This is an optimization exercise on Yosys and OpenROAD, whose aim is small area, a short achievable clock period and few clock cycles per item, not a production implementation. Function was not checked in any run shown here: the RTL went through the layout flow alone.

==> flow/flow/run.sh <==
#!/bin/bash
# The standard layout, with each port buffered by a small buf_1 cell instead
# of the cell buffer_ports picks by default (clkdlybuf4s50_1).
set -euo pipefail
export BUFFER_PORTS_ARGS="-buffer_cell sky130_fd_sc_hd__buf_1"
bash standard.sh > standard.log 2>&1
==> flow/standard.sh <==
#!/bin/bash
# synth_recipe.tcl (not shown) runs the flow's synth.tcl, then flattens the netlist and writes it again
# the make line also repeats each setting of config.mk as NAME=value (left out here)
make -C /OpenROAD-flow-scripts/flow DESIGN_CONFIG=/design/flow/config.mk WORK_HOME=/design/flow/orfs CLKGATE_MAP_FILE= SYNTH_SCRIPT=/design/flow/synth_recipe.tcl "${@:-finish}"
==> flow/constraint.sdc <==
create_clock -name core_clock -period 30.0 [get_ports {clk}]
set_input_delay 6.0000 -clock core_clock [delete_from_list [all_inputs] [get_ports {clk}]]
set_output_delay 6.0000 -clock core_clock [all_outputs]
set_load 0.01 [all_outputs]
==> flow/design.v <==
module sqrt #(parameter width=64)
(
input                           clk,
input                           rst_n,
input                           start,
input   [width - 1'b1 : 0]      sqrt_data,
output  [width/2 - 1'b1 : 0]    sqrt_o,
output                          done
);
reg                 busy;        
reg                 done_r;      
reg                 first;       
reg  [63:0]         x;           
reg  [3:0]          idx;         
reg  [3:0]          grp;         
reg  [31:0]         rem;         
reg  [31:0]         root;        
wire idle   = ~busy;
wire accept = start & idle;
assign done   = done_r;
assign sqrt_o = root;
wire [15:0] nz;
genvar gi;
generate
    for (gi = 0; gi < 16; gi = gi + 1) begin : g_nz
        assign nz[gi] = |x[gi*4 +: 4];
    end
endgenerate
wire [7:0] lv1;
wire [7:0] lp1;
generate
    for (gi = 0; gi < 8; gi = gi + 1) begin : g_l1
        assign lv1[gi] = nz[2*gi+1] | nz[2*gi];
        assign lp1[gi] = nz[2*gi+1];
    end
endgenerate
wire [3:0] lv2;
wire [1:0] lp2 [0:3];
generate
    for (gi = 0; gi < 4; gi = gi + 1) begin : g_l2
        assign lv2[gi] = lv1[2*gi+1] | lv1[2*gi];
        assign lp2[gi] = lv1[2*gi+1] ? {1'b1, lp1[2*gi+1]} : {1'b0, lp1[2*gi]};
    end
endgenerate
wire [1:0] lv3;
wire [2:0] lp3 [0:1];
generate
    for (gi = 0; gi < 2; gi = gi + 1) begin : g_l3
        assign lv3[gi] = lv2[2*gi+1] | lv2[2*gi];
        assign lp3[gi] = lv2[2*gi+1] ? {1'b1, lp2[2*gi+1]} : {1'b0, lp2[2*gi]};
    end
endgenerate
wire [3:0] lead = lv3[1] ? {1'b1, lp3[1]} : {1'b0, lp3[0]};
wire [3:0] cur  = first ? lead : idx;
wire [3:0] nidx = cur - 1'b1;
wire       last = (cur == 4'd0);
wire [2:0] esel = cur[3:1];
wire [2:0] osel = cur[0] ? cur[3:1] : cur[3:1] - 1'b1;
wire [31:0] xe, xo;
generate
    for (gi = 0; gi < 8; gi = gi + 1) begin : g_bank
        assign xe[gi*4 +: 4] = x[(2*gi)*4 +: 4];
        assign xo[gi*4 +: 4] = x[(2*gi+1)*4 +: 4];
    end
endgenerate
wire [3:0] ge = xe[esel*4 +: 4];
wire [3:0] go = xo[osel*4 +: 4];
wire [3:0] gcur = cur[0] ? go : ge;
wire [3:0] gnxt = cur[0] ? ge : go;
wire [3:0] g0 = gcur;
wire [1:0] s0 = (g0 >= 4'd9) ? 2'd3 : (g0 >= 4'd4) ? 2'd2 : (g0 != 4'd0) ? 2'd1 : 2'd0;
wire [3:0] rr0 = g0 - s0 * s0;
wire [3:0] r0  = s0[0] ? rr0 : rr0 - {s0, 1'b1};
wire [29:0] q0   = root[29:0];
wire        neg0 = rem[31];
wire [32:0] r1   = {rem[30:0], grp[3:2]} + {~neg0, q0 ^ {30{~neg0}}, 2'b11};
wire        neg1 = r1[32];
wire [30:0] q1   = {q0, ~neg1};
wire [33:0] r2   = {r1[31:0], grp[1:0]} + {~neg1, q1 ^ {31{~neg1}}, 2'b11};
wire        neg2 = r2[33];
wire idle_nx = accept ? 1'b0 : (idle | last);
always @(posedge clk or negedge rst_n) begin
    if (!rst_n) begin
        busy   <= 1'b0;
        done_r <= 1'b1;
    end else begin
        busy   <= ~idle_nx;
        done_r <= idle_nx;
    end
end
always @(posedge clk) begin
    first <= idle;
    if (idle)
        x <= sqrt_data;
    idx <= nidx;
    grp <= gnxt;
    rem <= first ? {{28{r0[3]}}, r0} : r2[31:0];
    if (busy)
        root <= first ? {30'd0, s0} : {q1, ~neg2};
end
endmodule
==> flow/config.mk <==
export PLATFORM = sky130hd
export DESIGN_NAME = sqrt
export DESIGN_NICKNAME = sqrt
export VERILOG_FILES = /design/flow/design.v
export SDC_FILE = /design/flow/constraint.sdc
export NUM_CORES = 4
export LEC_CHECK = 0
export CAP_MARGIN = 20
export CORE_MARGIN = 2
export CORE_UTILIZATION = 40
export SLEW_MARGIN = 20
==> out/results.ini, run 1 <==
[outcome]
status=no timing/DRC/antenna violations

[place]
routabilityCongestion=0.876
hpwl_um=16200
pre_cts_slack_ns=22.94
io_buffers=99

[global_route]
grt_antenna_before_repair=0
grt_max_degree=72
grt_pass1_wl_um=35900
grt_use_total_pct=18.6
grt_pass1_vias=6809
overflow=0

[finish]
layout-drive-gt1-share_pct=9.39
final_common_cell=buf_1
fillers=2140
fin_nets=1125
antennaDiodeCount=0
multi_input_area_sq_um=5260
regArea_sq_um=3760
syn2layout_area_growth_pct=13.5
final_cell_mix=buf_1, edfxtp_1, ha_1, xnor2_1
utilization_pct=46.5

[floorplan]
rows=55
num_io_pins=100
die_h_um=157
die_w_um=157
dieArea_sq_um=24600
floorplan.initialDensity_pct=40.9
coreArea_sq_um=22800

[sta]
hold_ws_ns=0.487
rsz0062_at_grt=no
finalSetupViolCount=0
setup_slack_ns=22.86
clock.fmax_ghz=0.140
fin_worst_skew_ns=0.0106
final_max_slew_viol_count=0
max_slew_margin_pct=37.2
min_period_ns=7.14
fin_crit_sh_pct=23.8
timing.final.hold_violations=0
tns_ns=0
tightest_slew_ns=0.941

[synth]
syn-cell-area_sq_um=9330
syn_area_per_cell_sq_um=10.4
ys_warn_count=1
postSynthCellCount=897
synth_edf_count=96
muxShareOfSynthArea_pct=4.76
synth-main-ff-cell=edfxtp_1
synth_xor_area_share_pct=11.4
synth-simple-area-share_pct=13.8
synthAdderAreaFrac_pct=9.39
synth_compound_area_share_pct=17.1
synth_top_family_by_area=compound AO/OA/AOI/OAI gates
syn_nets=1034
seq_area_frac_synth_pct=40.3
ys_seq_elements=139
synthDistinctLibCells=73
synth_async_sr_flop_share_pct=1.44

[worst_setup_path]
crit_path_end_kind=flip-flop
cp.required_ns=30.28
critPathLaunchType=flip-flop
cpMaxStageDelayCell=buf_4
crit_buf_inv=2
critPathKind=flip-flop to flip-flop
max_stage_delay_ns=0.46
cp_max_fo=32
cpLargestDelayFamily=compound AO/OA/AOI/OAI gates
timing.critical_path.cells=buf_4, xnor2_1, ha_1, a21o_1, a211oi_1, nand3b_1, o211ai_1, o311ai_1, a31oi_1, nor4b_1, a211o_1, buf_4, xor2_1, ha_1, and3_1, nand3_1, nor2_1, a211oi_1, o22a_1, a211oi_1, a41o_1, o41ai_1, xnor3_1, mux2i_1
arrival_ns=7.42
crit_top_cell=a211oi_1

[clock_network]
post_cts.repair.setup_buffers=0
clock_latency_ns=0.43
h-tree-depth=4
clk_pin_slew_ns=0.07
cts_sinks=139
cts_resized=0
cts_hold_buf=0
cts_root_buffer=clkbuf_16
cts_made_buffers=17
clk_path_buf_depth=2
cts_tree=built

[drt]
drt_iter0_markers=470
route.detailed.drc=0
wl_per_cell_um=16.9
num_vias=7015
dr.pass1.iters=5
drt-total-wl_um=22200
vias_per_cell=5.34
postRouteAntennaNets=0

[worst_hold_path]
hold_path_class=flip-flop to flip-flop

[flow_run]
maxCapViolations=0

## per-layer routing
layer / up-vias / global-route usage [%] / part of all wire, %
li1: 3526 / - / -
met1: 3311 / 24.2 / 46
met2: 157 / 32.1 / 49
met3: 21 / 3.27 / 3.9
met4: 0 / 4.46 / 1.3
met5: - / 0 / 0
## synthesized netlist by cell type (3+ instances only)
cell type  count  area (sq um)
a211o_1        5          43.8
a211oi_1      10          75.1
a21o_1        26           195
a21oi_1       57           285
a31oi_1       15          93.8
and2_1         5          31.3
and3_1        12          75.1
and4_1         4          35.0
buf_1          6          22.5
buf_2          9          45.0
buf_6          4          45.0
clkbuf_1      13          48.8
dfxtp_1       41           821
edfxtp_1      96          2880
ha_1          70           876
inv_1         35           131
mux2_2         9           101
mux2i_1       23           230
mux4_2         5           113
nand2_1       36           135
nand2b_1      12          75.1
nand3_1       17          85.1
nand4_1        9          56.3
nor2_1        37           139
nor2b_1       35           219
nor3_1        14          70.1
nor4_1         8          50.1
nor4_2         6          75.1
o211ai_1      13          97.6
o21a_1         7          52.6
o21ai_0       51           255
o21ai_2       10          87.6
o21bai_1       7          52.6
o221ai_1       3          26.3
o311ai_0       3          26.3
o31a_1         5          43.8
or2_2          4          25.0
or3_1          6          37.5
or4_1          8          60.1
xnor2_1       62           543
xor2_1        57           499
## final timing paths
kind | startpoint | end | slack [ns] | cells past startpoint
max | rem[31] | root[0] | 22.86 | 24
min | grp[0] | rem[0] | 0.49 | 1
max reg2reg | rem[31] | root[0] | 22.86 | 24
min reg2reg | grp[0] | rem[0] | 0.49 | 1
max in group asynchronous | rst_n | done_r | 24.46 | 1
min in group asynchronous | rst_n | busy | 5.34 | 1
## cell type report
cell class | count | share of cell area [%]
Multi-Input combinational cell | 689 | 49.7
Timing Repair Buffer | 106 | 4.01
Clock buffer | 17 | 4.02
Tap cell | 313 | 3.70
Clock inverter | 15 | 1.80
Sequential cell | 139 | 35.5
Inverter | 35 | 1.24
## registers in the layout (all words and copies together), names as in the netlist
register  cells
x            64
rem          32
root         32
first         1
busy          1
idx           4
grp           4
done_r        1
## cells by family (layout without fill, tap and decap cells)
| family | after synthesis | count (layout) |
|---|---|---|
| AND/OR/NAND/NOR | 225 | 225 |
| AO/OA/AOI/OAI | 237 | 237 |
| adder cells (fa/ha/maj) | 70 | 70 |
| XOR/XNOR | 120 | 120 |
| multiplexers | 37 | 37 |
| flip-flops | 139 | 139 |
| buffers and inverters | 69 | 173 |
## metrics by stage
stage,instance area [sq um],std cells
global route,10600,1314
CTS,10600,1314
finish,10600,1314
global placement,9970,1282
detailed placement,9970,1282
floorplan,9330,897
==> run 2: changes to the inputs <==
--- a/flow/design.v
+++ b/flow/design.v
@@ -15,3 +15,3 @@
 reg  [3:0]          grp;         
-reg  [31:0]         rem;         
+reg  [30:0]         rem;         
 reg  [31:0]         root;        
@@ -71,11 +71,13 @@
 wire [1:0] s0 = (g0 >= 4'd9) ? 2'd3 : (g0 >= 4'd4) ? 2'd2 : (g0 != 4'd0) ? 2'd1 : 2'd0;
-wire [3:0] rr0 = g0 - s0 * s0;
-wire [3:0] r0  = s0[0] ? rr0 : rr0 - {s0, 1'b1};
-wire [29:0] q0   = root[29:0];
-wire        neg0 = rem[31];
-wire [32:0] r1   = {rem[30:0], grp[3:2]} + {~neg0, q0 ^ {30{~neg0}}, 2'b11};
-wire        neg1 = r1[32];
-wire [30:0] q1   = {q0, ~neg1};
-wire [33:0] r2   = {r1[31:0], grp[1:0]} + {~neg1, q1 ^ {31{~neg1}}, 2'b11};
-wire        neg2 = r2[33];
+wire [2:0] r0 = g0 - s0 * s0;
+wire [29:0] q0 = root[29:0];
+wire [32:0] rp1 = {rem, grp[3:2]};
+wire [33:0] d1  = {1'b0, rp1} - {2'b00, q0, 2'b01};
+wire        b1  = d1[33];
+wire [31:0] rem1 = b1 ? rp1[31:0] : d1[31:0];
+wire [30:0] q1   = {q0, ~b1};
+wire [33:0] rp2 = {rem1, grp[1:0]};
+wire [34:0] d2  = {1'b0, rp2} - {2'b00, q1, 2'b01};
+wire        b2  = d2[34];
+wire [30:0] rem2 = b2 ? rp2[30:0] : d2[30:0];
 wire idle_nx = accept ? 1'b0 : (idle | last);
@@ -96,5 +98,5 @@
     grp <= gnxt;
-    rem <= first ? {{28{r0[3]}}, r0} : r2[31:0];
+    rem <= first ? {28'd0, r0} : rem2;
     if (busy)
-        root <= first ? {30'd0, s0} : {q1, ~neg2};
+        root <= first ? {30'd0, s0} : {q1, ~b2};
 end
==> run 2 against run 1 <==
Effect of this change: global-route usage increased by 2.0 points; non-clock buffer count is 1 higher; sequential share of layout area fell by 1.2 points.
==> out/results.ini, run 2 <==
[clock_network]
cts_hold_buf=0  ; unchanged
cts_made_buffers=17  ; unchanged
cts_resized=0  ; unchanged
clk_path_buf_depth=2  ; unchanged
clk_pin_slew_ns=0.08  ; about the same
cts_root_buffer=clkbuf_16
h-tree-depth=4  ; unchanged
clock_latency_ns=0.44  ; about the same
cts_sinks=138  ; -0.72%
cts_tree=built
post_cts.repair.setup_buffers=0  ; unchanged

[global_route]
grt_use_total_pct=20.6  ; +2.0 points
overflow=0  ; unchanged
grt_pass1_wl_um=40500  ; +13%
grt_max_degree=73  ; +1.4%
grt_pass1_vias=7856  ; +15%
grt_antenna_before_repair=0  ; unchanged

[synth]
ys_warn_count=1  ; unchanged
synth-simple-area-share_pct=18.0  ; +4.2 points
seq_area_frac_synth_pct=39.1  ; -1.2 points
syn_nets=1156  ; +12%
synthDistinctLibCells=86  ; +18%
ys_seq_elements=138  ; -0.72%
synth_xor_area_share_pct=3.85  ; -7.6 points
synth_top_family_by_area=compound AO/OA/AOI/OAI gates
yosys.area.top_type_share_pct=30.2  ; -0.75 points
syn_area_per_cell_sq_um=9.36  ; -10%
synthTopCellsByArea=edfxtp_1, ha_1, dfxtp_1
synth_commonest_cells=nor2_1, edfxtp_1, a21oi_1
synth_compound_area_share_pct=21.5  ; +4.4 points
post-synth-top-area-cell=edfxtp_1
synth_most_common_cell=nor2_1
synth-main-ff-cell=edfxtp_1
muxShareOfSynthArea_pct=4.92  ; +0.16 points
syn-cell-area_sq_um=9560  ; +2.5%
synthAdderAreaFrac_pct=8.90  ; -0.49 points
postSynthCellCount=1021  ; +14%
synth_edf_count=96  ; unchanged
synth_async_sr_flop_share_pct=1.45  ; +0.010 points

[worst_setup_path]
cp_max_fo=1  ; -97%
crit_cells=1  ; -96%
max_stage_delay_ns=0.52  ; +0.06 ns
crit_buf_inv=1  ; -1
startpoint=done_r
cpLargestDelayFamily=flip-flops
critPathKind=flip-flop to output port
rrSetupSlack_ns=23.23  ; +0.37 ns
timing.critical_path.cells=buf_1
r2r_end=rem[26]
crit_path_end_kind=output port
endpoint=done
r2r_cells=22  ; -8.3%
arrival_ns=1.10  ; -6.32 ns
cp.required_ns=24.00  ; -6.28 ns
r2r_start=root[24]
cpMaxStageDelayCell=dfstp_2
critPathLaunchType=flip-flop

[place]
io_buffers=99  ; unchanged
hpwl_um=18300  ; +13%
pre_cts_slack_ns=23.26  ; +0.316 ns
routabilityCongestion=0.847  ; -3.4%

[finish]
final_cell_mix=nor2_1, buf_1, edfxtp_1, a21oi_1, nand2_1
syn2layout_area_growth_pct=13.9
reg.largest.list=x x64, root x32, rem x31
largest_reg_flops=64  ; unchanged
fin_nets=1249  ; +11%
fillers=2279  ; +6.5%
final_common_cell=nor2_1
layout-drive-gt1-share_pct=6.74  ; -2.6 points
antennaDiodeCount=0  ; unchanged
top_register=x

[floorplan]
die_h_um=159  ; +1.2%
coreArea_sq_um=23500  ; +3.0%
dieArea_sq_um=25200  ; +2.4%
num_io_pins=100  ; unchanged
die_w_um=159  ; +1.2%
rows=56  ; +1.8%
floorplan.initialDensity_pct=40.7  ; -0.22 points

[drt]
wl_per_cell_um=17.1  ; +1.3%
route.detailed.drc=0  ; unchanged
vias_per_cell=5.56  ; +4.1%
postRouteAntennaNets=0  ; unchanged
num_vias=8036  ; +15%
drt-total-wl_um=24700  ; +11%
dr.pass1.iters=5  ; unchanged
drt_iter0_markers=560  ; +19%

[sta]
hold_ws_ns=0.592  ; +0.105 ns
clock.fmax_ghz=0.141  ; +0.50%
setup_slack_ns=22.90  ; +0.0357 ns
finalSetupViolCount=0  ; unchanged
tns_ns=0  ; unchanged
tightest_slew_ns=0.823  ; -0.118 ns
fin_crit_sh_pct=23.7  ; -0.12 points
max_slew_margin_pct=45.1  ; +7.9 points
min_period_ns=7.10  ; -0.0357 ns
rsz0062_at_grt=no
final_max_slew_viol_count=0  ; unchanged
fin_worst_skew_ns=0.0219  ; +0.0113 ns
timing.final.hold_violations=0  ; unchanged

[flow_run]
maxCapViolations=0  ; unchanged

[worst_hold_path]
hold_path_class=flip-flop to flip-flop

[outcome]
status=no timing/DRC/antenna violations

## run 2: changes by cell type in the layout (fill, tap and decap cells not counted), sizes merged, moves of 15 or more
cell    delta
xor2      -43
a21oi     +33
inv       +21
o21ai     -19
nor2      +82
xnor2     -34
nor2b     -25
a211oi    +15
nand2     +47
## run 2: routing by layer
layer	track usage (%)	share of wire [%]
met1	26.9	46
met2	34.8	48
met3	3.46	3.7
met4	6.35	1.8
met5	0	0
## run 2: worst min path at each step
stage | startpoint | to | slack (ns) | cells after the start
after global routing | first | root[3] | 0.64 | 1
after floorplan | rem[25] | rem[29] | 0.55 | 2
after CTS | first | root[4] | 0.61 | 1
after detailed placement | first | root[4] | 0.58 | 1
final | first | root[4] | 0.59 | 1
after global placement | first | root[4] | 0.58 | 1
## run 2: area by class of cell
class | count | area, sq um | area share, %
Clock buffer | 17 | 425 | 3.91
Clock inverter | 15 | 199 | 1.83
Inverter | 61 | 229 | 2.10
Multi-Input combinational cell | 789 | 5460 | 50.2
Sequential cell | 138 | 3740 | 34.3
Tap cell | 319 | 399 | 3.67
Timing Repair Buffer | 107 | 432 | 3.97
## run 2: per-stage QoR
stage          cells  instance area, sq um  utilization (%)
2_1_floorplan   1021                  9560                -
6_report        1446                 10900             46.4
4_1_cts         1446                 10900             46.4
3_3_place_gp    1414                 10300             43.7
5_1_grt         1446                 10900             46.4
3_5_place_dp    1414                 10300             43.7
## run 2: cell families (layout without fill, tap and decap cells)
kind of cell	count (synthesis)	count (layout)
and+or+nand+nor	351	351
muxes	27	27
xor gates and xnor gates	42	42
buffers and inverters	94	200
DFF	138	138
adders and majority gates	68	68
AOI/OAI and AO/OA	301	301
==> run 3: changes to the inputs <==
--- a/flow/design.v
+++ b/flow/design.v
@@ -14,3 +14,2 @@
 reg  [3:0]          idx;         
-reg  [3:0]          grp;         
 reg  [30:0]         rem;         
@@ -19,2 +18,3 @@
 wire accept = start & idle;
+wire last   = (idx == 4'd0);
 assign done   = done_r;
@@ -25,3 +25,3 @@
     for (gi = 0; gi < 16; gi = gi + 1) begin : g_nz
-        assign nz[gi] = |x[gi*4 +: 4];
+        assign nz[gi] = |sqrt_data[gi*4 +: 4];
     end
@@ -53,22 +53,4 @@
 wire [3:0] lead = lv3[1] ? {1'b1, lp3[1]} : {1'b0, lp3[0]};
-wire [3:0] cur  = first ? lead : idx;
-wire [3:0] nidx = cur - 1'b1;
-wire       last = (cur == 4'd0);
-wire [2:0] esel = cur[3:1];
-wire [2:0] osel = cur[0] ? cur[3:1] : cur[3:1] - 1'b1;
-wire [31:0] xe, xo;
-generate
-    for (gi = 0; gi < 8; gi = gi + 1) begin : g_bank
-        assign xe[gi*4 +: 4] = x[(2*gi)*4 +: 4];
-        assign xo[gi*4 +: 4] = x[(2*gi+1)*4 +: 4];
-    end
-endgenerate
-wire [3:0] ge = xe[esel*4 +: 4];
-wire [3:0] go = xo[osel*4 +: 4];
-wire [3:0] gcur = cur[0] ? go : ge;
-wire [3:0] gnxt = cur[0] ? ge : go;
-wire [3:0] g0 = gcur;
-wire [1:0] s0 = (g0 >= 4'd9) ? 2'd3 : (g0 >= 4'd4) ? 2'd2 : (g0 != 4'd0) ? 2'd1 : 2'd0;
-wire [2:0] r0 = g0 - s0 * s0;
-wire [29:0] q0 = root[29:0];
+wire [3:0] grp = x[idx*4 +: 4];
+wire [29:0] q0 = first ? 30'd0 : root[29:0];
 wire [32:0] rp1 = {rem, grp[3:2]};
@@ -94,9 +76,11 @@
     first <= idle;
-    if (idle)
-        x <= sqrt_data;
-    idx <= nidx;
-    grp <= gnxt;
-    rem <= first ? {28'd0, r0} : rem2;
-    if (busy)
-        root <= first ? {30'd0, s0} : {q1, ~b2};
+    if (idle) begin
+        x    <= sqrt_data;
+        idx  <= lead;
+        rem  <= 31'd0;
+    end else begin
+        idx  <= idx - 1'b1;
+        rem  <= rem2;
+        root <= {q1, ~b2};
+    end
 end
==> run 3 against run 2 <==
Effect of this change: fmax down 10%; die area down 6.2%; sequential cell count down 4; hold slack better by 0.018 ns; wire length down 4.4%; critical path type is now flip-flop to flip-flop.
==> out/results.ini, run 3 <==
[finish]
regArea_sq_um=3660  ; -2.1%
final_common_cell=buf_1
reg.largest.list=x x64, root x32, rem x31
largest_reg_flops=64  ; unchanged
layout-drive-gt1-share_pct=6.65  ; -0.097 points
multi_input_area_sq_um=4890  ; -10%
fillers=2146  ; -5.8%
utilization_pct=46.4  ; about the same
syn2layout_area_growth_pct=13.5
instances_no_fill=1288  ; -11%
final_cell_mix=buf_1, edfxtp_1, nand2_1, a21oi_1, ha_1
antennaDiodeCount=0  ; unchanged
fin_nets=1126  ; -9.8%
top_register=x

[clock_network]
clk_pin_slew_ns=0.07  ; about the same
clk_path_buf_depth=2  ; unchanged
post_cts.repair.setup_buffers=0  ; unchanged
cts_root_buffer=clkbuf_16
cts_tree=built
cts_resized=0  ; unchanged
h-tree-depth=4  ; unchanged
clock_latency_ns=0.43  ; about the same
cts_made_buffers=17  ; unchanged
cts_hold_buf=0  ; unchanged
cts_sinks=134  ; -2.9%

[worst_setup_path]
crit_path_end_kind=flip-flop
cp_max_fo=55  ; +54
timing.critical_path.cells=nand2b_1, ha_1, nand4_1, or4_1, nor3_1, a211oi_1, o32ai_2, or2_1, inv_4, o21ai_0, ha_1, a21oi_1, a21oi_1, o211ai_1, a31oi_1, a41o_1, a211o_1, a211oi_1, o221ai_4, buf_4, inv_2, nor3_1, a31o_1
critPathLaunchType=flip-flop
arrival_ns=8.26  ; +7.16 ns
critPathKind=flip-flop to flip-flop
cp.required_ns=30.33  ; +6.33 ns
max_stage_delay_ns=0.98  ; +0.46 ns
cpMaxStageDelayCell=dfxtp_1

[synth]
synth-main-ff-cell=edfxtp_1
synth_edf_count=96  ; unchanged
syn-cell-area_sq_um=8950  ; -6.3%
synth_most_common_cell=edfxtp_1
synthDistinctLibCells=76  ; -12%
ys_warn_count=1  ; unchanged
synth_commonest_cells=edfxtp_1, nand2_1, a21oi_1
syn_nets=1038  ; -10%
seq_area_frac_synth_pct=40.8  ; +1.8 points
ys_seq_elements=134  ; -2.9%
postSynthCellCount=907  ; -11%
synth_async_sr_flop_share_pct=1.49  ; +0.043 points
yosys.area.top_type_share_pct=32.2  ; +2.0 points
syn_area_per_cell_sq_um=9.87  ; +5.4%
synthTopCellsByArea=edfxtp_1, ha_1, dfxtp_1
post-synth-top-area-cell=edfxtp_1

[floorplan]
rows=54  ; -3.6%
floorplan.initialDensity_pct=40.9  ; +0.17 points
die_w_um=154  ; -3.1%
die_h_um=154  ; -3.1%
dieArea_sq_um=23600  ; -6.2%
coreArea_sq_um=21900  ; -6.7%
num_io_pins=100  ; unchanged

[outcome]
status=no timing/DRC/antenna violations

[sta]
finalSetupViolCount=0  ; unchanged
timing.final.hold_violations=0  ; unchanged
fin_worst_skew_ns=0.0105  ; -0.0114 ns
clock.fmax_ghz=0.126  ; -10%
min_period_ns=7.93  ; +0.831 ns
tightest_slew_ns=1.01  ; +0.184 ns
fin_crit_sh_pct=26.4  ; +2.8 points
final_max_slew_viol_count=0  ; unchanged
tns_ns=0  ; unchanged
rsz0062_at_grt=no
max_slew_margin_pct=32.8  ; -12 points

[place]
post-place-cells=1256  ; -11%
routabilityCongestion=0.881  ; +4.1%
hpwl_um=17900  ; -2.0%
io_buffers=99  ; unchanged

[global_route]
grt_antenna_before_repair=0  ; unchanged
grt_max_degree=67  ; -8.2%
grt_pass1_vias=7020  ; -11%
overflow=0  ; unchanged
grt_use_total_pct=20.4  ; -0.15 points
grt_pass1_wl_um=38400  ; -5.2%

[drt]
vias_per_cell=5.57  ; +0.18%
route.detailed.drc=0  ; unchanged
dr.pass1.iters=6  ; +1
drt-total-wl_um=23600  ; -4.4%
postRouteAntennaNets=0  ; unchanged
num_vias=7171  ; -11%
wl_per_cell_um=18.3  ; +7.3%
drt_iter0_markers=644  ; +15%

[flow_run]
maxCapViolations=0  ; unchanged

[worst_hold_path]
hold_path_class=flip-flop to flip-flop

[run 3: changes by cell type in the layout (fill, tap and decap cells not counted), sizes merged, moves of 6 or more]
| cell | previous run | this run |
|---|---|---|
| nor2 | 120 | 63 |
| nand2b | 9 | 37 |
| a21oi | 90 | 65 |
| o21ai | 44 | 62 |
| nor3 | 25 | 11 |
| a211oi | 25 | 12 |
| o22ai | 8 | 2 |
[run 3: metrics by stage]
stage          hold slack [ns]  instance area [sq um]  worst slack [ns]
3_5_place_dp             0.605                   9530             22.13
2_1_floorplan            0.551                   8950             22.63
5_1_grt                  0.649                  10200             21.47
3_3_place_gp             0.601                   9530             22.15
4_1_cts                  0.609                  10200             22.12
6_report                 0.610                  10200             22.07
[run 3: cells by family after synthesis]
family                     synth area share (%)
AOI/OAI and AO/OA                          17.8
adders and majority gates                  8.94
muxes                                      7.09
buffers and inverters                      4.50
xor gates and xnor gates                   4.99
DFF                                        40.8
and+or+nand+nor                            15.8
[run 3: layout make-up]
cell class,count,share of cell area [%]
Tap cell,280,3.45
Timing Repair Buffer,103,3.95
Multi-Input combinational cell,679,48.2
Clock buffer,17,4.19
Clock inverter,15,1.98
Sequential cell,134,36.0
Inverter,60,2.25
[run 3: worst max-delay path, delay by kind of cell, from the launching register on]
kind            cells  cell delay, ns
compound gates     12            3.23
fa+ha+maj           2            0.62
buf+inv             3            1.01
flops               1            0.98
simple gates        6            2.01
[run 3: worst paths after layout]
| kind | end | start | slack, ns | depth (start not counted) |
|---|---|---|---|---|
| hold / removal | root[24] | root[22] | 0.61 | 2 |
| setup reg to reg | rem[30] | first | 22.07 | 23 |
| min in group asynchronous | busy | rst_n | 5.34 | 1 |
| max in group asynchronous | done_r | rst_n | 24.45 | 1 |
| setup / recovery | rem[30] | first | 22.07 | 23 |
| hold reg to reg | root[24] | root[22] | 0.61 | 2 |
[run 3: layer usage]
layer  up-vias  track usage, %  wire length (um)
met5         -               0                 0
met3        29            3.78              1190
met4         0            4.85               285
li1       3547               -                 -
met1      3369            29.3             11500
met2       226            32.1             10600
==> run 4: changes to the inputs <==
==> flow/run.sh (new file) <==
#!/bin/bash
# synth_recipe.tcl (not shown) runs the flow's synth.tcl, then flattens the netlist and writes it again
# the make line also repeats each setting of config.mk as NAME=value (left out here)
make -C /OpenROAD-flow-scripts/flow DESIGN_CONFIG=/design/flow/config.mk WORK_HOME=/design/flow/orfs CLKGATE_MAP_FILE= SYNTH_SCRIPT=/design/flow/synth_recipe.tcl finish
removed: flow/flow/run.sh
removed: flow/standard.sh
==> run 4 against run 3 <==
Effect of this change: clock-buffer cell count stayed put; die area stayed put; first-iteration DRC count is 13% lower; register-to-register slack better by 0.06 ns; design area is 6.1% higher; via count is 1.8% higher; critical path depth stayed put; global-route usage hardly changed.
==> out/results.ini, run 4 <==
[outcome]
status=no timing/DRC/antenna violations

[place]
routabilityCongestion=0.887  ; +0.64%
dpl_cell_area_sq_um=10200  ; +6.5%
io_buffers=99  ; unchanged
hpwl_um=18100  ; +1.4%

[sta]
final_max_slew_viol_count=0  ; unchanged
fin_crit_sh_pct=26.3  ; -0.18 points
clock.fmax_ghz=0.127  ; +0.70%
hold_ws_ns=0.608  ; -0.00266 ns
fin_worst_skew_ns=0.0138  ; +0.00326 ns
timing.final.hold_violations=0  ; unchanged
tns_ns=0  ; unchanged
min_period_ns=7.88  ; -0.0553 ns
tightest_slew_ns=1.05  ; +0.0465 ns
rsz0062_at_grt=no
finalSetupViolCount=0  ; unchanged
max_slew_margin_pct=29.7  ; -3.1 points

[worst_setup_path]
critPathKind=flip-flop to flip-flop
r2r_start=first
r2r_cells=23  ; unchanged
cp_max_fo=55  ; unchanged
critPathLaunchType=flip-flop
r2r_end=rem[30]
cp.required_ns=30.32  ; about the same
crit_path_end_kind=flip-flop
rrSetupSlack_ns=22.12  ; +0.06 ns
startpoint=first
arrival_ns=8.20  ; -0.06 ns

[synth]
syn-cell-area_sq_um=8950  ; unchanged
post-synth-top-area-cell=edfxtp_1
synth_edf_count=96  ; unchanged
seq_area_frac_synth_pct=40.8  ; unchanged
syn_nets=1038  ; unchanged
synth-main-ff-cell=edfxtp_1
synthTopCellsByArea=edfxtp_1, ha_1, dfxtp_1
synth_commonest_cells=edfxtp_1, nand2_1, a21oi_1
postSynthCellCount=907  ; unchanged
synth_async_sr_flop_share_pct=1.49  ; unchanged
ys_seq_elements=134  ; unchanged
synth_most_common_cell=edfxtp_1
ys_warn_count=1  ; unchanged
synthDistinctLibCells=76  ; unchanged
syn_area_per_cell_sq_um=9.87  ; unchanged
yosys.area.top_type_share_pct=32.2  ; unchanged

[finish]
syn2layout_area_growth_pct=20.4
layout-drive-gt1-share_pct=6.65  ; unchanged
fillers=2090  ; -2.6%
multi_input_area_sq_um=4890  ; unchanged
design_area_sq_um=10800  ; +6.1%
antennaDiodeCount=0  ; unchanged
largest_reg_flops=64  ; unchanged
reg.largest.list=x x64, root x32, rem x31
final_common_cell=clkdlybuf4s50_1
final_cell_mix=clkdlybuf4s50_1, edfxtp_1, nand2_1, a21oi_1, ha_1
regArea_sq_um=3660  ; unchanged
fin_nets=1126  ; unchanged
top_register=x

[floorplan]
die_h_um=154  ; unchanged
coreArea_sq_um=21900  ; unchanged
floorplan.initialDensity_pct=40.9  ; unchanged
num_io_pins=100  ; unchanged
die_w_um=154  ; unchanged
rows=54  ; unchanged
dieArea_sq_um=23600  ; unchanged

[clock_network]
clk_pin_slew_ns=0.07  ; about the same
h-tree-depth=4  ; unchanged
post_cts.repair.setup_buffers=0  ; unchanged
cts_tree=built
cts_hold_buf=0  ; unchanged
cts_root_buffer=clkbuf_16
cts_sinks=134  ; unchanged
cts_made_buffers=17  ; unchanged
cts_resized=0  ; unchanged
clock_latency_ns=0.43  ; about the same
clk_path_buf_depth=2  ; unchanged

[global_route]
grt_pass1_vias=7002  ; -0.26%
grt_max_degree=95  ; +42%
grt_use_total_pct=20.4  ; +0.048 points
grt_antenna_before_repair=0  ; unchanged
overflow=0  ; unchanged
grt_pass1_wl_um=37900  ; -1.3%

[worst_hold_path]
worstHoldEndpoint=rem[16]
hold_path_class=flip-flop to flip-flop
holdPathStages=3  ; +1
hold_path_startpoint=rem[12]

[drt]
wl_per_cell_um=18.7  ; +1.8%
vias_per_cell=5.67  ; +1.8%
drt-total-wl_um=24100  ; +1.8%
num_vias=7301  ; +1.8%
route.detailed.drc=0  ; unchanged
postRouteAntennaNets=0  ; unchanged
drt_iter0_markers=559  ; -13%
dr.pass1.iters=5  ; -1

[flow_run]
maxCapViolations=0  ; unchanged

run 4: cell counts after synthesis:
Identical to the previous run, type by type.
run 4: logic make-up after synthesis:
kind of cell	synth area share (%)
DFF	40.8
muxes	7.09
and+or+nand+nor	15.8
AOI/OAI and AO/OA	17.8
buffers and inverters	4.50
xor gates and xnor gates	4.99
adders and majority gates	8.94
run 4: cell type report:
cell class	instances	area share [%]
multi-input combinational	679	45.4
sequential	134	33.9
timing repair buffer	103	9.51
clock buffer	17	3.95
tap	280	3.25
inverter	60	2.12
clock inverter	15	1.83
run 4: metal layers:
metal	vias up	part of all wire, %	global-route usage [%]
li1	3549	-	-
met1	3504	47	28.8
met2	222	45	32.5
met3	26	6.5	4.09
met4	0	1.3	5.02
met5	-	0	0
run 4: worst max-delay path by stage:
stage,endpoint,slack (ns),depth (start not counted)
3_3_place_gp,idx[0],21.77,9
5_1_grt,rem[30],21.43,23
2_1_floorplan,idx[0],22.63,8
6_report,rem[30],22.12,23
3_5_place_dp,idx[0],21.78,9
4_1_cts,rem[30],22.07,23
run 4: stage by stage:
step	util (%)	instances	worst slack, ns
2_1_floorplan	-	907	22.63
3_3_place_gp	46.4	1256	21.77
3_5_place_dp	46.4	1256	21.78
4_1_cts	49.2	1288	22.07
5_1_grt	49.2	1288	21.43
6_report	49.2	1288	22.12
run 4: worst max-delay path, cell delays in order, from the launching register on:
cell and delay (ns):
dfxtp_1 1.01, nand2b_1 0.27, ha_1 0.22, nand4_1 0.21, or4_1 0.58, nor3_1 0.24, a211oi_1 0.10, o32ai_2 0.42
or2_1 0.55, inv_4 0.34, o31ai_1 0.48, ha_1 0.38, a21o_1 0.19, a21o_1 0.24, o211ai_1 0.27, a31oi_1 0.14
a41o_1 0.28, a211o_1 0.31, a211oi_1 0.41, o221ai_4 0.13, buf_4 0.30, inv_2 0.33, nor3_1 0.09, a31o_1 0.21
==> run 5: changes to the inputs <==
==> flow/design.v (replaced) <==
module sqrt #(parameter width=64)
(
input                           clk,
input                           rst_n,
input                           start,
input   [width - 1'b1 : 0]      sqrt_data,
output  [width/2 - 1'b1 : 0]    sqrt_o,
output                          done
);
localparam R  = 2;                   
localparam GW = 2*R;                 
localparam NG = (32 + R - 1) / R;    
localparam XW = NG*GW;
localparam IW = (NG > 1) ? $clog2(NG) : 1;
reg                 idle;        
reg                 first;       
reg  [63:0]         x;           
reg  [IW-1:0]       idx;         
reg  [32:0]         rem;         
reg  [31:0]         root;        
wire busy   = ~idle;
wire accept = start & idle;
wire last   = (idx == {IW{1'b0}});
assign done   = idle;
assign sqrt_o = root;
wire [XW-1:0] din = {{(XW-64){1'b0}}, sqrt_data};
reg  [IW-1:0] lead;
integer i;
always @* begin
    lead = {IW{1'b0}};
    for (i = 0; i < NG; i = i + 1)
        if (|din[i*GW +: GW]) lead = i;
end
wire [XW-1:0] xp = {{(XW-64){1'b0}}, x};
wire [GW-1:0] grp = xp[idx*GW +: GW];
reg  [32:0] rr;
reg  [31:0] qq;
reg  [34:0] rp;
reg  [35:0] d;
integer j;
always @* begin
    rr = rem;
    qq = first ? 32'd0 : root;
    for (j = 0; j < R; j = j + 1) begin
        rp = {rr, grp[GW-1-2*j -: 2]};
        d  = {1'b0, rp} - {2'b00, qq, 2'b01};
        if (!d[35]) begin
            rr = d[32:0];
            qq = {qq[30:0], 1'b1};
        end else begin
            rr = rp[32:0];
            qq = {qq[30:0], 1'b0};
        end
    end
end
always @(posedge clk or negedge rst_n) begin
    if (!rst_n)
        idle <= 1'b1;
    else if (accept)
        idle <= 1'b0;
    else if (last)
        idle <= 1'b1;
end
always @(posedge clk) begin
    first <= idle;
    if (idle) begin
        x    <= sqrt_data;
        idx  <= lead;
        rem  <= 33'd0;
    end else begin
        idx  <= idx - 1'b1;
        rem  <= rr;
        root <= qq;
    end
end
endmodule
==> run 5 against run 4 <==
Effect of this change: utilization barely moved; largest cell class unchanged; first-iteration DRC count decreased by 6.8%; non-clock buffer count up 6; via count is 6.9% higher; clock skew down 0.0031 ns; still clean on timing, DRC and antenna; critical endpoint is now done; highest routed layer unchanged; sequential cell count grew 1.
==> out/results.ini, run 5 <==
[outcome]
status=no timing/DRC/antenna violations

[global_route]
busiest_layer=met2
overflow=0  ; unchanged
grt_pass1_vias=7601  ; +8.6%
use_met3_pct=3.24  ; -0.85 points
grt.met2_usage_pct=33.9  ; +1.4 points
grt_pass1_wl_um=41000  ; +8.2%
grt_max_degree=58  ; -39%
grt_use_total_pct=21.6  ; +1.2 points
grt_antenna_before_repair=0  ; unchanged
use_met1_pct=30.2  ; +1.5 points

[finish]
largest_reg_flops=64  ; unchanged
layout-drive-gt1-share_pct=6.87  ; +0.23 points
antennaDiodeCount=0  ; unchanged
top_register=x
fillers=2149  ; +2.8%
reg.largest.list=x x64, rem x33, root x32
final_common_cell=clkdlybuf4s50_1
syn2layout_area_growth_pct=20.3  ; about the same
instances_no_fill=1347  ; +4.6%
final_cell_mix=clkdlybuf4s50_1, edfxtp_1, a21oi_1, o21ai_0, nand2_1
fin_nets=1183  ; +5.1%

[clock_network]
post_cts.repair.setup_buffers=0  ; unchanged
cts_hold_buf=0  ; unchanged
cts_tree=built
clock_latency_ns=0.43  ; about the same
h-tree-depth=4  ; unchanged
cts_resized=0  ; unchanged
cts_made_buffers=17  ; unchanged
cts_sinks=135  ; +0.75%
clk_pin_slew_ns=0.07  ; about the same
cts_root_buffer=clkbuf_16
clk_path_buf_depth=2  ; unchanged

[drt]
vias_per_cell=5.80  ; +2.2%
wl_per_cell_um=18.9  ; +1.4%
drt-total-wl_um=25500  ; +6.0%
route.detailed.drc=0  ; unchanged
drt_iter0_markers=521  ; -6.8%
num_vias=7807  ; +6.9%
postRouteAntennaNets=0  ; unchanged
dr.pass1.iters=5  ; unchanged

[synth]
ys_warn_count=1  ; unchanged
synth_edf_count=96  ; unchanged
postSynthCellCount=962  ; +6.1%
synthAdderAreaFrac_pct=9.02  ; +0.078 points
synth-main-ff-cell=edfxtp_1
synth_async_sr_flop_share_pct=0.741  ; -0.75 points
synth_compound_area_share_pct=21.7  ; +3.8 points
synth_most_common_cell=edfxtp_1
syn_nets=1096  ; +5.6%
seq_area_frac_synth_pct=39.5  ; -1.3 points
syn-cell-area_sq_um=9290  ; +3.8%
ys_seq_elements=135  ; +0.75%
post-synth-top-area-cell=edfxtp_1
synthDistinctLibCells=75  ; -1.3%
yosys.area.top_type_share_pct=31.0  ; -1.2 points
muxShareOfSynthArea_pct=4.75  ; -2.3 points
synthTopCellsByArea=edfxtp_1, ha_1, dfxtp_1
syn_area_per_cell_sq_um=9.66  ; -2.1%
synth_commonest_cells=edfxtp_1, a21oi_1, o21ai_0
synth_top_family_by_area=compound AO/OA/AOI/OAI gates
synth_xor_area_share_pct=5.37  ; +0.38 points
synth-simple-area-share_pct=15.2  ; -0.64 points

[sta]
timing.final.hold_violations=0  ; unchanged
final_max_slew_viol_count=0  ; unchanged
tightest_slew_ns=0.778  ; -0.275 ns
fin_worst_skew_ns=0.0107  ; -0.00306 ns
max_slew_margin_pct=47.9  ; +18 points
finalSetupViolCount=0  ; unchanged
tns_ns=0  ; unchanged
min_period_ns=8.17  ; +0.293 ns
clock.fmax_ghz=0.122  ; -3.6%
fin_crit_sh_pct=27.2  ; +0.98 points
rsz0062_at_grt=no

[floorplan]
rows=55  ; +1.9%
coreArea_sq_um=22700  ; +3.7%
num_io_pins=100  ; unchanged
die_h_um=156  ; +1.8%
dieArea_sq_um=24500  ; +3.7%
die_w_um=156  ; +1.8%
floorplan.initialDensity_pct=40.9  ; about the same

[worst_setup_path]
crit_buf_inv=1  ; -2
r2r_start=idx[0]
crit_cells=1  ; -96%
r2r_cells=22  ; -4.3%
cp_max_fo=57  ; +3.6%
timing.critical_path.cells=clkdlybuf4s50_1
cpLargestDelayFamily=flip-flops
critPathKind=flip-flop to output port
endpoint=done
startpoint=idle
rrSetupSlack_ns=22.86  ; +0.74 ns
max_stage_delay_ns=1.04  ; +0.03 ns
cpMaxStageDelayCell=dfstp_4
r2r_end=rem[15]
critPathLaunchType=flip-flop
arrival_ns=2.17  ; -6.03 ns
crit_path_end_kind=output port
cp.required_ns=24.00  ; -6.32 ns

[place]
hpwl_um=19600  ; +7.8%
io_buffers=99  ; unchanged
routabilityCongestion=0.911  ; +2.7%
post-place-cells=1314  ; +4.6%

[worst_hold_path]
hold_path_class=flip-flop to flip-flop

[flow_run]
maxCapViolations=0  ; unchanged

run 5: cells by family (layout without fill, tap and decap cells):
| group | count (synthesis) | in the layout |
|---|---|---|
| buffers and inverters | 103 | 203 |
| AO/OA/AOI/OAI | 306 | 306 |
| multiplexers | 23 | 23 |
| adder cells (fa/ha/maj) | 67 | 67 |
| XOR/XNOR | 57 | 57 |
| flip-flops | 135 | 135 |
| AND/OR/NAND/NOR | 271 | 271 |
run 5: routing by layer:
layer | up-vias | part of all wire (%)
met1 | 3731 | 48
li1 | 3806 | -
met2 | 234 | 44
met5 | - | 0
met3 | 36 | 5.7
met4 | 0 | 2.5
run 5: cell type report:
class | instances | area (sq um) | area share (%)
multi-input cells | 724 | 5220 | 46.7
well taps | 285 | 357 | 3.19
inverters | 62 | 233 | 2.08
clock buffers | 17 | 425 | 3.81
clock inverters | 15 | 200 | 1.79
flip-flops and latches | 135 | 3670 | 32.9
repair buffers | 109 | 1070 | 9.60
run 5: through the flow:
stage,hold WS (ns),utilization (%),setup WS [ns],area (sq um)
after floorplan,0.591,-,22.38,9290
after global placement,0.603,46.4,21.81,10500
after detailed placement,0.598,46.4,21.75,10500
after CTS,0.615,49.2,21.82,11200
after global routing,0.649,49.2,21.77,11200
final,0.605,49.2,21.83,11200
run 5: how the worst min path moves through the flow:
stage / endpoint / from / cells past startpoint / slack, ns
after floorplan: rem[13] / rem[9] / 4 / 0.59
after global placement: root[4] / root[2] / 2 / 0.60
after detailed placement: root[4] / root[2] / 2 / 0.60
after CTS: root[4] / root[2] / 2 / 0.62
after global routing: root[4] / root[2] / 2 / 0.65
final: root[4] / root[2] / 2 / 0.61

what the ideal ports hide:
In the flow no input, the clock included, has a driving cell. The finished layouts below were timed again as built, in two steps.
Step 1 sets driving cells, clkbuf_16 on the clock port and buf_2 on the other inputs (assumed; they add their load-dependent delay and slew).
Step 2 moves the port delays by t, midway between the first and last clock arrival at a register: inputs arrive t later, outputs are due t later. That takes back most of the time a late clock gives input paths.
Three values: ideal ports, drivers, drivers and shift; two values: the first two.
| run | t, ns | setup slack, ns | worst data-port slew with drivers (ns) |
|---|---|---|---|
| run 1 | 0.472 | 22.861 / 22.844 / 22.861 | 0.04 |
| run 2 | 0.478 | 22.896 / 22.853 / 23.227 | 0.03 |
| run 3 | 0.472 | 22.066 / 22.066 / 22.066 | 0.04 |
| run 4 | 0.466 | 22.121 / 22.121 / 21.792 | 0.04 |
| run 5 | 0.474 | 21.828 / 21.779 / 21.737 | 0.06 |
After both steps setup and hold are still met in every run listed. The setup slack of run 4, which loses most, moves by 0.000 ns with the drivers and by -0.329 ns with both steps.
